This is an optimization exercise on Yosys and OpenROAD, whose aim is small area and a short achievable clock period, not a production implementation.
At most, simulation tests tie the RTL to the original design; equivalence was not proved.

## ddfs
module ddfs (
    input  logic        clk,
    input  logic        rst_n,
    input  logic [7:0]  freq_i,
    output logic [15:0] sine_o,
    output logic [15:0] cosine_o
);
==> flow/config.mk <==
export PLATFORM = sky130hd
export DESIGN_NAME = ddfs
export DESIGN_NICKNAME = ddfs
export VERILOG_FILES = /design/flow/design.v
export SDC_FILE = /design/flow/constraint.sdc
export NUM_CORES = 4
export LEC_CHECK = 0
export ABC_AREA = 1
export CAP_MARGIN = 20
export CORE_MARGIN = 2
export CORE_UTILIZATION = 45
export CTS_CLUSTER_DIAMETER = 100
export CTS_CLUSTER_SIZE = 30
export PLACE_DENSITY = 0.6
export SETUP_SLACK_MARGIN = 5
export SLEW_MARGIN = 20
==> flow/constraint.sdc <==
create_clock -name core_clock -period 8.0 [get_ports {clk}]
set_input_delay 1.6000 -clock core_clock [delete_from_list [all_inputs] [get_ports {clk}]]
set_output_delay 1.6000 -clock core_clock [all_outputs]
set_load 0.01 [all_outputs]
run.sh (not shown) runs the stock make flow with config.mk's settings and CLKGATE_MAP_FILE= SYNTH_SCRIPT=/design/flow/synth_recipe.tcl, a recipe that flattens the netlist after the stock synthesis.
The baseline ran to the end with no violations.
Change:
--- a/flow/design.v
+++ b/flow/design.v
@@ -17,22 +17,38 @@
     logic        neg;
     logic [15:0] ys, xs;
     assign neg = z_i[ZWI-1];
     assign ys  = 16'(y_i >>> SHIFT) ^ {16{~neg}};
     assign xs  = 16'(x_i >>> SHIFT) ^ {16{neg}};
     always_ff @(posedge clk) begin
         x_o <= x_i + ys + {15'd0, ~neg};
         y_o <= y_i + xs + {15'd0, neg};
         z_r <= neg ? ZWO'(z_i) + ZWO'(TAN) : ZWO'(z_i) - ZWO'(TAN);
     end
 endmodule
+module cordic_last (
+    input  logic               clk,
+    input  logic signed [15:0] x_i,
+    input  logic signed [15:0] y_i,
+    input  logic               d_i,
+    output logic signed [15:0] x_o,
+    output logic signed [15:0] y_o
+);
+    logic signed [15:0] x15, y15;
+    assign x15 = x_i + (16'(y_i >>> 14) ^ {16{~d_i}}) + {15'd0, ~d_i};
+    assign y15 = y_i + (16'(x_i >>> 14) ^ {16{d_i}}) + {15'd0, d_i};
+    always_ff @(posedge clk) begin
+        x_o <= x15 + (16'(y15 >>> 15) ^ {16{~d_i}}) + {15'd0, ~d_i};
+        y_o <= y15 + (16'(x15 >>> 15) ^ {16{d_i}}) + {15'd0, d_i};
+    end
+endmodule
 module cordic (
     input  logic        clk,
     input  logic        rst_n,
     input  logic [15:0] angle_i,
     output logic [15:0] sine_o,
     output logic [15:0] cosine_o
 );
     localparam int K = 5;
     function automatic int ZW(input int i);
         case (i)
             0: ZW = 16;  1: ZW = 14;  2: ZW = 14;  3: ZW = 13;  4: ZW = 12;
@@ -178,41 +194,49 @@
     end
     assign xy5 = START({q_r, d1_r, d2_r, d3_r, d4_r});
     logic [15:0] x5_r, y5_r;
     logic [10:0] z5_r;
     always_ff @(posedge clk) begin
         x5_r <= xy5[31:16];
         y5_r <= xy5[15:0];
         z5_r <= z5;
     end
     wire [15:0] x_w [K:16];
     wire [15:0] y_w [K:16];
-    wire [15:0] z_w [K:16];
+    wire [15:0] z_w [K:14];
     assign x_w[K] = x5_r;
     assign y_w[K] = y5_r;
     assign z_w[K] = {5'd0, z5_r};
     genvar i;
     generate
-        for (i = K; i < 16; i++) begin : g_it
+        for (i = K; i < 14; i++) begin : g_it
             cordic_unit #(.SHIFT(i), .TAN(TAN(i)), .ZWI(ZW(i)), .ZWO(ZW(i+1)))
             u (
                 .clk (clk),
                 .x_i (x_w[i]),
                 .y_i (y_w[i]),
                 .z_i (z_w[i]),
                 .x_o (x_w[i+1]),
                 .y_o (y_w[i+1]),
                 .z_o (z_w[i+1])
             );
         end
     endgenerate
+    cordic_last u_last (
+        .clk (clk),
+        .x_i (x_w[14]),
+        .y_i (y_w[14]),
+        .d_i (z_w[14][ZW(14)-1]),
+        .x_o (x_w[16]),
+        .y_o (y_w[16])
+    );
     assign sine_o   = y_w[16];
     assign cosine_o = x_w[16];
 endmodule
 module cordic_angle_acc (
     input  logic        clk,
     input  logic        rst_n,
     input  logic [7:0]  freq_i,
     output logic [15:0] angle_o
 );
     localparam logic [35:0] C = 36'hC6980C68B;
     function automatic logic [43:0] TL(input logic [3:0] n);   
@@ -247,56 +271,58 @@
             4'd7: TH = 44'h56e2856dcd0;
             4'd8: TH = 44'h634c0634580;
             4'd9: TH = 44'h6fb586fae30;
             4'd10: TH = 44'h7c1f07c16e0;
             4'd11: TH = 44'h88888887f90;
             4'd12: TH = 44'h94f2094e840;
             4'd13: TH = 44'ha15b8a150f0;
             4'd14: TH = 44'hadc50adb9a0;
             4'd15: TH = 44'hba2e8ba2250;
         endcase
     endfunction
-    logic [7:0]  f0, f1, f2;
+    logic [7:0]  fd, f0, f1, f2;
     logic [1:0]  s_a;
     logic        c_a, c_b, c_lo;
     logic [15:0] inc_lo, inc_hi;
     logic [15:0] acc_lo, acc_hi;
     logic [43:0] u0h, u0l, u1h, u1l, u2h, u2l;
     logic [14:0] s0;
     logic [14:0] s1;
     logic [16:0] a_lo;
     assign u0h  = TH(f0[7:4]);
     assign u0l  = TL(f0[3:0]);
     assign u1h  = TH(f1[7:4]);
     assign u1l  = TL(f1[3:0]);
     assign u2h  = TH(f2[7:4]);
     assign u2l  = TL(f2[3:0]);
     assign s0   = {1'b0, u0h[13:0]} + {1'b0, u0l[13:0]};
     assign s1   = {1'b0, u1h[27:14]} + {1'b0, u1l[27:14]} + {14'd0, c_a};
     assign a_lo = {1'b0, acc_lo} + {1'b0, inc_lo};
     assign angle_o = acc_hi;
     always_ff @(posedge clk, negedge rst_n) begin
         if (!rst_n) begin
+            fd     <= 0;
             f0     <= 0;
             f1     <= 0;
             f2     <= 0;
             s_a    <= 0;
             c_a    <= 0;
             inc_lo <= 0;
             c_b    <= 0;
             inc_hi <= 0;
             acc_lo <= 0;
             c_lo   <= 0;
             acc_hi <= 0;
         end else begin
-            f0     <= freq_i;
+            fd     <= freq_i;
+            f0     <= fd;
             f1     <= f0;
             s_a    <= s0[13:12];
             c_a    <= s0[14];
             f2     <= f1;
             inc_lo <= {s1[13:0], s_a};
             c_b    <= s1[14];
             inc_hi <= u2h[43:28] + u2l[43:28] + {15'd0, c_b};
             acc_lo <= a_lo[15:0];
             c_lo   <= a_lo[16];
             acc_hi <= acc_hi + inc_hi + {15'd0, c_lo};
         end
After rerunning: Non-clock buffer count is higher by 129. Clock-buffer cell count increases by 1. Cell area goes up by a few percent. Utilization rises by 4.0 points. Global-route usage rose by 0.13 points. Synthesized area fell by a few percent.
Only the layout flow was run in the second run of this note; the RTL was not checked for function there.

-- port drivers added, routing unchanged --
Ports are ideal in the flow. The routed layouts listed here were re-timed in OpenROAD.
Step 1 (the two cells are an assumption about what drives the block):
set clk [get_ports {clk}]
set_driving_cell -lib_cell sky130_fd_sc_hd__clkbuf_16 $clk
set_driving_cell -lib_cell sky130_fd_sc_hd__buf_2 [delete_from_list [all_inputs] $clk]
Step 2 adds t to the input delays and takes it off the output delays; t is the mean of the earliest and latest rising clock arrival at the registers after step 1. Input paths then give back, and output paths get back, about the clock's delay inside the block.
Three values: no drivers, after step 1, after step 2; two values: the first two.
run	t, ns	slack for setup (ns)	worst data-port slew with drivers (ns)	pins driven straight from the clock port
the first run	0.689	5.119 / 5.106 / 5.119	0.03	1
the second run	0.671	4.616 / 4.616 / 4.616	0.04	1
After both steps every run listed still meets setup and hold.
